What follows belongs to an exercise in optimizing a design on an open flow for small area; a production flow would make more cautious choices.
At most, simulation tests tie the RTL to the original design; equivalence was not proved.
No activity file was given, so power comes from the tool's default toggle rates.

==> inputs of run a <==
Design write, start of the top module:
module write(input  wire         clock,
             input  wire         resetn,
             input  wire [ 63:0] m_dst_addr,
             input  wire [ 31:0] m_input_index,
             output wire [ 31:0] m_output_value,
             output reg          m_ready_out,
             input  wire         m_valid_in,
             output reg          m_valid_out,
             input  wire         m_ready_in,
             input  wire [511:0] dst_readdata,
             input  wire         dst_readdatavalid,
             input  wire         dst_waitrequest,
             output wire [ 31:0] dst_address,
             output wire         dst_read,
             output wire         dst_write,
             input  wire         dst_writeack,
             output wire [511:0] dst_writedata,
             output wire [ 63:0] dst_byteenable,
             output wire [  4:0] dst_burstcount);
==> module write_step, before the edit <==
module write_step #(parameter W = 32, parameter DEC = 0)
                   (input  wire [W-1:0] q,
                    input  wire         ci,
                    output wire [W-1:0] s);
  localparam NB = (W + 7) / 8;
  wire [W-1:0]  p = DEC ? ~q : q;    
  wire [NB-1:0] all;                 
  wire [NB:0]   cb;                  
  wire [W:0]    t;
  assign cb[0] = ci;
  genvar i, k;
  generate
    for (k = 0; k < NB; k = k + 1) begin : blk
      localparam LO = 8 * k;
      localparam HI = (8 * k + 7 < W) ? 8 * k + 7 : W - 1;
      assign all[k]   = &p[HI:LO];
      assign cb[k+1]  = cb[k] & all[k];
      assign t[LO]    = cb[k];
      for (i = LO; i < HI; i = i + 1) begin : bit_
        assign t[i+1] = t[i] & p[i];
      end
    end
  endgenerate
  assign s = q ^ t[W-1:0];
endmodule
==> module write, before the edit <==
module write(input  wire         clock,
             input  wire         resetn,
             input  wire [ 63:0] m_dst_addr,
             input  wire [ 31:0] m_input_index,
             output wire [ 31:0] m_output_value,
             output reg          m_ready_out,
             input  wire         m_valid_in,
             output reg          m_valid_out,
             input  wire         m_ready_in,
             input  wire [511:0] dst_readdata,
             input  wire         dst_readdatavalid,
             input  wire         dst_waitrequest,
             output wire [ 31:0] dst_address,
             output wire         dst_read,
             output wire         dst_write,
             input  wire         dst_writeack,
             output wire [511:0] dst_writedata,
             output wire [ 63:0] dst_byteenable,
             output wire [  4:0] dst_burstcount);
  reg        wr;       
  reg        pre1;     
  reg        gap;      
  reg        ack;      
  reg        fin;      
  reg        adv;      
  reg [31:0] cycle;
  reg [27:0] j;        
  reg [23:0] nb;       
  reg        z8;       
  reg [ 3:0] lc;       
  reg [ 9:0] addr_lo;
  reg [21:0] addr_hi;
  wire [3:0] w      = j[3:0];
  wire start        = m_ready_out & m_valid_in;
  wire accept       = wr & ~dst_waitrequest;
  wire at_nb        = (j[27:4] == nb);
  wire last         = at_nb;
  wire gap_end      = at_nb & z8;
  wire [3:0] w_inc  = w + 4'd1;
  wire eob          = (w_inc == (last ? lc : 4'd0));
  wire waiting      = ack | (gap & gap_end);
  wire done         = waiting & dst_writeack;
  wire nxt_burst    = accept & (w == 4'd15);
  always @(posedge clock) begin
    if (!resetn) begin
      m_ready_out <= 1'b1;
      m_valid_out <= 1'b0;
      wr          <= 1'b0;
      pre1        <= 1'b0;
      gap         <= 1'b0;
      ack         <= 1'b0;
      fin         <= 1'b0;
    end else begin
      if (start) m_ready_out <= 1'b0;
      else if (m_valid_out & m_ready_in) m_ready_out <= 1'b1;
      if (fin) m_valid_out <= 1'b1;
      else if (m_ready_in) m_valid_out <= 1'b0;
      pre1 <= start;
      gap  <= pre1 | (accept & eob & ~last);
      if (gap & ~gap_end) wr <= 1'b1;
      else if (accept & eob) wr <= 1'b0;
      if (accept & eob & last) ack <= 1'b1;
      else if (gap & gap_end) ack <= ~dst_writeack;
      else if (dst_writeack) ack <= 1'b0;
      fin <= done;
    end
  end
  wire [31:0] cycle_inc;
  write_step #(32, 0) cycle_step(cycle, ~(fin | m_valid_out), cycle_inc);
  always @(posedge clock) begin
    if (m_ready_out) cycle <= 32'hffffffff;
    else             cycle <= cycle_inc;
  end
  wire [27:0] j_inc;
  write_step #(28, 0) j_step(j, accept, j_inc);
  always @(posedge clock) begin
    if (m_ready_out) j <= 28'd0;
    else             j <= j_inc;
  end
  wire [21:0] addr_hi_inc;
  write_step #(22, 0) addr_step(addr_hi, adv, addr_hi_inc);
  always @(posedge clock) begin
    adv <= nxt_burst;
    if (m_ready_out) addr_hi <= m_dst_addr[31:10];
    else             addr_hi <= addr_hi_inc;
  end
  always @(posedge clock) begin
    if (m_ready_out) begin
      nb      <= m_input_index[31:8];
      z8      <= (m_input_index[7:0] == 8'd0);
      lc      <= m_input_index[7:4] + {3'd0, |m_input_index[3:0]};
      addr_lo <= m_dst_addr[9:0];
    end
  end
  assign m_output_value = cycle;
  assign dst_address    = {addr_hi, addr_lo};
  assign dst_read       = 1'b0;
  assign dst_write      = wr;
  assign dst_byteenable = {64{1'b1}};
  assign dst_burstcount = {~last | (lc == 4'd0), last ? lc : 4'd0};
  genvar e;
  generate
    for (e = 0; e < 16; e = e + 1) begin : lane
      assign dst_writedata[32*e+31:32*e] = {j, e[3:0]};
    end
  endgenerate
endmodule
==> flow/config.mk <==
export PLATFORM = sky130hd
export DESIGN_NAME = write
export DESIGN_NICKNAME = write
export VERILOG_FILES = /design/flow/design.v
export SDC_FILE = /design/flow/constraint.sdc
export NUM_CORES = 4
export LEC_CHECK = 0
export CAP_MARGIN = 20
export CORE_AREA = 5 5 535 75
export DIE_AREA = 0 0 540 80
export GPL_TIMING_DRIVEN = 0
export PLACE_DENSITY = 0.7
export SETUP_SLACK_MARGIN = 0.2
export SLEW_MARGIN = 20
==> flow/constraint.sdc <==
create_clock -name core_clock -period 4.0 [get_ports {clock}]
set_input_delay 0.8000 -clock core_clock [delete_from_list [all_inputs] [get_ports {clock}]]
set_output_delay 0.8000 -clock core_clock [all_outputs]
set_load 0.01 [all_outputs]
standard.sh (not shown) runs the stock make flow with config.mk's settings and CLKGATE_MAP_FILE= SYNTH_SCRIPT=/design/flow/synth_recipe.tcl, a recipe that flattens the netlist after the stock synthesis.
==> flow/flow/run.sh <==
#!/bin/bash
# The standard layout (standard.sh) with three choices changed:
#  - ports are buffered with the smallest buffer (buf_1);
#  - each constant is driven by one tie cell instead of one tie cell per load;
#  - the clock tree uses clkbuf_8 without dummy loads.
# make's full output goes to standard.log in this folder; each ORFS step also
# keeps its own log under orfs/logs.
set -euo pipefail
export BUFFER_PORTS_ARGS="-buffer_cell sky130_fd_sc_hd__buf_1"
export SKIP_REPAIR_TIE_FANOUT=1
export CTS_ARGS="-sink_clustering_enable -repair_clock_nets -dont_use_dummy_load -buf_list sky130_fd_sc_hd__clkbuf_8 -sink_clustering_size 40 -sink_clustering_max_diameter 150"
export PRE_GLOBAL_PLACE_TCL="$PWD/flow/pre_gpl.tcl"
bash standard.sh > standard.log 2>&1
==> flow/flow/pre_gpl.tcl <==
remove_buffers
==> run b (differences from run a) <==
==> flow/design.v (replaced) <==
`default_nettype none
module write(input  wire         clock,
             input  wire         resetn,
             input  wire [ 63:0] m_dst_addr,
             input  wire [ 31:0] m_input_index,
             output wire [ 31:0] m_output_value,
             output reg          m_ready_out,
             input  wire         m_valid_in,
             output reg          m_valid_out,
             input  wire         m_ready_in,
             input  wire [511:0] dst_readdata,
             input  wire         dst_readdatavalid,
             input  wire         dst_waitrequest,
             output wire [ 31:0] dst_address,
             output wire         dst_read,
             output wire         dst_write,
             input  wire         dst_writeack,
             output wire [511:0] dst_writedata,
             output wire [ 63:0] dst_byteenable,
             output wire [  4:0] dst_burstcount);
  reg        wr;       
  reg        pre1;     
  reg        gap;      
  reg        ack;      
  reg        fin;      
  reg [31:0] cycle;
  reg [ 3:0] w;        
  reg [23:0] b;        
  reg [23:0] rb;       
  reg        z8;       
  reg [ 3:0] lc;       
  reg [ 9:0] addr_lo;
  reg [21:0] addr_hi;
  wire start  = m_ready_out & m_valid_in;
  wire accept = wr & ~dst_waitrequest;
  wire last   = (rb[23:1] == 23'd0) & (rb[0] == z8);
  wire [3:0] w_inc = w + 4'd1;
  wire eob    = (w_inc == (last ? lc : 4'd0));
  wire done   = ack & dst_writeack;
  always @(posedge clock) begin
    if (!resetn) begin
      m_ready_out <= 1'b1;
      m_valid_out <= 1'b0;
      wr          <= 1'b0;
      pre1        <= 1'b0;
      gap         <= 1'b0;
      ack         <= 1'b0;
      fin         <= 1'b0;
    end else begin
      if (start) m_ready_out <= 1'b0;
      else if (m_valid_out & m_ready_in) m_ready_out <= 1'b1;
      if (fin) m_valid_out <= 1'b1;
      else if (m_ready_in) m_valid_out <= 1'b0;
      pre1 <= start;
      gap  <= pre1 | (accept & eob & ~last);
      if (gap) wr <= 1'b1;
      else if (accept & eob) wr <= 1'b0;
      if (accept & eob & last) ack <= 1'b1;
      else if (dst_writeack) ack <= 1'b0;
      fin <= done;
    end
  end
  always @(posedge clock) begin
    if (m_ready_out) cycle <= 32'd0;
    else if (~(fin | m_valid_out | done)) cycle <= cycle + 32'd1;
  end
  wire       nxt_burst = accept & (w == 4'd15);
  always @(posedge clock) begin
    if (m_ready_out) begin
      w <= 4'd0;
      b <= 24'd0;
    end else if (accept) begin
      w <= w_inc;
      if (w == 4'd15) b <= b + 24'd1;
    end
  end
  always @(posedge clock) begin
    if (m_ready_out) begin
      rb      <= m_input_index[31:8];
      addr_hi <= m_dst_addr[31:10];
    end else begin
      rb      <= rb - {23'd0, nxt_burst};
      addr_hi <= addr_hi + {21'd0, nxt_burst};
    end
  end
  always @(posedge clock) begin
    if (m_ready_out) begin
      z8      <= (m_input_index[7:0] == 8'd0);
      lc      <= m_input_index[7:4] + {3'd0, |m_input_index[3:0]};
      addr_lo <= m_dst_addr[9:0];
    end
  end
  assign m_output_value = cycle;
  assign dst_address    = {addr_hi, addr_lo};
  assign dst_read       = 1'b0;
  assign dst_write      = wr;
  assign dst_byteenable = {64{1'b1}};
  assign dst_burstcount = {~last | (lc == 4'd0), last ? lc : 4'd0};
  genvar e;
  generate
    for (e = 0; e < 16; e = e + 1) begin : lane
      assign dst_writedata[32*e+31:32*e] = {b, w, e[3:0]};
    end
  endgenerate
endmodule
`default_nettype wire
==> flow/flow/run.sh (replaced) <==
#!/bin/bash
# The standard layout (standard.sh), with two placement choices changed:
# ports are buffered with the smallest buffer, and each constant is driven by
# a single tie cell instead of one tie cell per load.
set -euo pipefail
export BUFFER_PORTS_ARGS="-buffer_cell sky130_fd_sc_hd__buf_1"
export SKIP_REPAIR_TIE_FANOUT=1
export CTS_ARGS="-sink_clustering_enable -repair_clock_nets -dont_use_dummy_load -buf_list sky130_fd_sc_hd__clkbuf_8 -sink_clustering_size 40 -sink_clustering_max_diameter 150"
bash standard.sh > standard.log 2>&1
==> flow/config.mk (replaced) <==
export PLATFORM = sky130hd
export DESIGN_NAME = write
export DESIGN_NICKNAME = write
export VERILOG_FILES = /design/flow/design.v
export SDC_FILE = /design/flow/constraint.sdc
export NUM_CORES = 4
export LEC_CHECK = 0
export CAP_MARGIN = 20
export CORE_AREA = 5 5 295 295
export DIE_AREA = 0 0 300 300
export SLEW_MARGIN = 20
removed: flow/flow/pre_gpl.tcl
==> run c (differences from run a) <==
==> flow/design.v (replaced) <==
`default_nettype none
module write(input  wire         clock,
             input  wire         resetn,
             input  wire [ 63:0] m_dst_addr,
             input  wire [ 31:0] m_input_index,
             output wire [ 31:0] m_output_value,
             output reg          m_ready_out,
             input  wire         m_valid_in,
             output reg          m_valid_out,
             input  wire         m_ready_in,
             input  wire [511:0] dst_readdata,
             input  wire         dst_readdatavalid,
             input  wire         dst_waitrequest,
             output wire [ 31:0] dst_address,
             output wire         dst_read,
             output wire         dst_write,
             input  wire         dst_writeack,
             output wire [511:0] dst_writedata,
             output wire [ 63:0] dst_byteenable,
             output wire [  4:0] dst_burstcount);
  reg        wr;       
  reg        pre1;     
  reg        gap;      
  reg        ack;      
  reg        fin;      
  reg [31:0] cycle;
  reg [ 3:0] w;        
  reg [23:0] b;        
  reg [23:0] rb;       
  reg        z8;       
  reg [ 3:0] lc;       
  reg [ 9:0] addr_lo;
  reg [21:0] addr_hi;
  wire start  = m_ready_out & m_valid_in;
  wire accept = wr & ~dst_waitrequest;
  wire last   = (rb[23:1] == 23'd0) & (rb[0] == z8);
  wire [3:0] w_inc = w + 4'd1;
  wire eob    = (w_inc == (last ? lc : 4'd0));
  wire done   = ack & dst_writeack;
  always @(posedge clock) begin
    if (!resetn) begin
      m_ready_out <= 1'b1;
      m_valid_out <= 1'b0;
      wr          <= 1'b0;
      pre1        <= 1'b0;
      gap         <= 1'b0;
      ack         <= 1'b0;
      fin         <= 1'b0;
    end else begin
      if (start) m_ready_out <= 1'b0;
      else if (m_valid_out & m_ready_in) m_ready_out <= 1'b1;
      if (fin) m_valid_out <= 1'b1;
      else if (m_ready_in) m_valid_out <= 1'b0;
      pre1 <= start;
      gap  <= pre1 | (accept & eob & ~last);
      if (gap) wr <= 1'b1;
      else if (accept & eob) wr <= 1'b0;
      if (accept & eob & last) ack <= 1'b1;
      else if (dst_writeack) ack <= 1'b0;
      fin <= done;
    end
  end
  always @(posedge clock) begin
    if (m_ready_out) cycle <= 32'd0;
    else if (~(fin | m_valid_out | done)) cycle <= cycle + 32'd1;
  end
  wire       nxt_burst = accept & (w == 4'd15);
  always @(posedge clock) begin
    if (m_ready_out) begin
      w <= 4'd0;
      b <= 24'd0;
    end else if (accept) begin
      w <= w_inc;
      if (w == 4'd15) b <= b + 24'd1;
    end
  end
  always @(posedge clock) begin
    if (m_ready_out) begin
      rb      <= m_input_index[31:8];
      addr_hi <= m_dst_addr[31:10];
    end else begin
      rb      <= rb - {23'd0, nxt_burst};
      addr_hi <= addr_hi + {21'd0, nxt_burst};
    end
  end
  always @(posedge clock) begin
    if (m_ready_out) begin
      z8      <= (m_input_index[7:0] == 8'd0);
      lc      <= m_input_index[7:4] + {3'd0, |m_input_index[3:0]};
      addr_lo <= m_dst_addr[9:0];
    end
  end
  assign m_output_value = cycle;
  assign dst_address    = {addr_hi, addr_lo};
  assign dst_read       = 1'b0;
  assign dst_write      = wr;
  assign dst_byteenable = {64{1'b1}};
  assign dst_burstcount = {~last | (lc == 4'd0), last ? lc : 4'd0};
  genvar e;
  generate
    for (e = 0; e < 16; e = e + 1) begin : lane
      assign dst_writedata[32*e+31:32*e] = {b, w, e[3:0]};
    end
  endgenerate
endmodule
`default_nettype wire
==> flow/flow/run.sh (replaced) <==
#!/bin/bash
# The standard layout (standard.sh), with two placement choices changed:
# ports are buffered with the smallest buffer, and each constant is driven by
# a single tie cell instead of one tie cell per load.
set -euo pipefail
export BUFFER_PORTS_ARGS="-buffer_cell sky130_fd_sc_hd__buf_1"
export SKIP_REPAIR_TIE_FANOUT=1
export CTS_ARGS="-sink_clustering_enable -repair_clock_nets -dont_use_dummy_load -buf_list sky130_fd_sc_hd__clkbuf_8 -sink_clustering_size 40 -sink_clustering_max_diameter 150"
bash standard.sh > standard.log 2>&1
==> flow/config.mk (replaced) <==
export PLATFORM = sky130hd
export DESIGN_NAME = write
export DESIGN_NICKNAME = write
export VERILOG_FILES = /design/flow/design.v
export SDC_FILE = /design/flow/constraint.sdc
export NUM_CORES = 4
export LEC_CHECK = 0
export CAP_MARGIN = 20
export CORE_AREA = 5 5 455 455
export DIE_AREA = 0 0 460 460
export PLACE_DENSITY = 0.7
export SLEW_MARGIN = 20
removed: flow/flow/pre_gpl.tcl
==> run d (differences from run a) <==
--- a/flow/design.v
+++ b/flow/design.v
@@ -48,7 +48,6 @@
   reg        gap;      
   reg        ack;      
   reg        fin;      
-  reg        adv;      
   reg [31:0] cycle;
   reg [27:0] j;        
   reg [23:0] nb;       
@@ -104,9 +103,8 @@
     else             j <= j_inc;
   end
   wire [21:0] addr_hi_inc;
-  write_step #(22, 0) addr_step(addr_hi, adv, addr_hi_inc);
+  write_step #(22, 0) addr_step(addr_hi, nxt_burst, addr_hi_inc);
   always @(posedge clock) begin
-    adv <= nxt_burst;
     if (m_ready_out) addr_hi <= m_dst_addr[31:10];
     else             addr_hi <= addr_hi_inc;
   end
==> flow/flow/run.sh (replaced) <==
#!/bin/bash
# The standard layout (standard.sh), with two placement choices changed:
# ports are buffered with the smallest buffer, and each constant is driven by
# a single tie cell instead of one tie cell per load.
set -euo pipefail
export BUFFER_PORTS_ARGS="-buffer_cell sky130_fd_sc_hd__buf_1"
export SKIP_REPAIR_TIE_FANOUT=1
export CTS_ARGS="-sink_clustering_enable -repair_clock_nets -dont_use_dummy_load -buf_list sky130_fd_sc_hd__clkbuf_8 -sink_clustering_size 40 -sink_clustering_max_diameter 150"
bash standard.sh > standard.log 2>&1
--- a/flow/config.mk
+++ b/flow/config.mk
@@ -8,7 +8,5 @@
 export CAP_MARGIN = 20
 export CORE_AREA = 5 5 535 75
 export DIE_AREA = 0 0 540 80
-export GPL_TIMING_DRIVEN = 0
 export PLACE_DENSITY = 0.7
-export SETUP_SLACK_MARGIN = 0.2
 export SLEW_MARGIN = 20
removed: flow/flow/pre_gpl.tcl
==> notes <==
Run a ran to the end with no violations. Run b aborted during I/O pin placement (3_2_place_iop), error PPL-0024. Run d passed the timing, design-rule and antenna checks. Run c finished with timing, DRC and antenna clean. Combinational power: run c < run d < run a. Against run a, the wire length of run c is higher by about 17%. Of run a and run d, run a has the higher register-to-register slack (gap 0.02 ns). Synthesized cell count: run a is lower than run b (18%).
==> figures <==
Status: run d no timing/DRC/antenna violations; run a no timing/DRC/antenna violations; run b aborted with a tool error; run c no timing/DRC/antenna violations
Failing step: run d -; run a -; run b I/O pin placement (3_2_place_iop); run c -
Clock H-tree levels: run d 4; run a 4; run b -; run c 4
Global-route track usage on met2: run d 15.7%; run a 16.0%; run b -; run c 6.26%
Reg clk slew, reported paths: run d 0.08 ns; run a 0.07 ns; run b -; run c 0.09 ns
Area fraction of the dominant cell type after synthesis: run d 43.3%; run a 43.3%; run b 41.7%; run c 41.7%
Detailed-route wire length: run d 36,500 um; run a 35,700 um; run b -; run c 41,900 um
Number of CTS-inserted buffers: run d 17; run a 17; run b -; run c 17
Mux share of post-synthesis cell area: run d 2.24%; run a 2.24%; run b 0.631%; run c 0.631%
Crit path to: run d dst_burstcount[4]; run a dst_burstcount[4]; run b -; run c dst_burstcount[2]
Period Utilization, post-route: run d 85.5%; run a 94.5%; run b -; run c 93.7%
The RTL of run b and run c was laid out without a check of its function.

-- re-timing with driven ports --
The results above use ideal ports. As a check the final layouts listed here were re-extracted and re-timed, cells and wires unchanged. Step 1 sets driving cells, clkbuf_16 on the clock port and buf_2 on the other inputs (assumed; they add their load-dependent delay and slew). Step 2, shift: input delay + t, output delay - t, t = (earliest + latest rising clock arrival at the registers) / 2. This alone moves slack from input paths to output paths. Slacks: ideal ports / drivers / drivers and shift; pairs: ideal ports / drivers.
| run | t, ns | slack for setup (ns) | hold WS [ns] | worst data-port slew with drivers (ns) | pins driven straight from the clock port |
|---|---|---|---|---|---|
| run a | 0.465 | 0.220 / 0.190 / 0.655 | 0.499 / 0.499 / 0.499 | 0.14 | 1 |
| run c | 0.609 | 0.251 / 0.192 / 0.488 | 0.406 / 0.387 / 0.453 | 0.19 | 1 |
| run d | 0.484 | 0.579 / 0.553 / 0.113 | 0.504 / 0.515 / 0.537 | 0.14 | 1 |
After both steps setup and hold are still met in every run listed. For run d, which loses most, drivers alone change the setup slack by -0.026 ns; drivers and shift together by -0.466 ns.
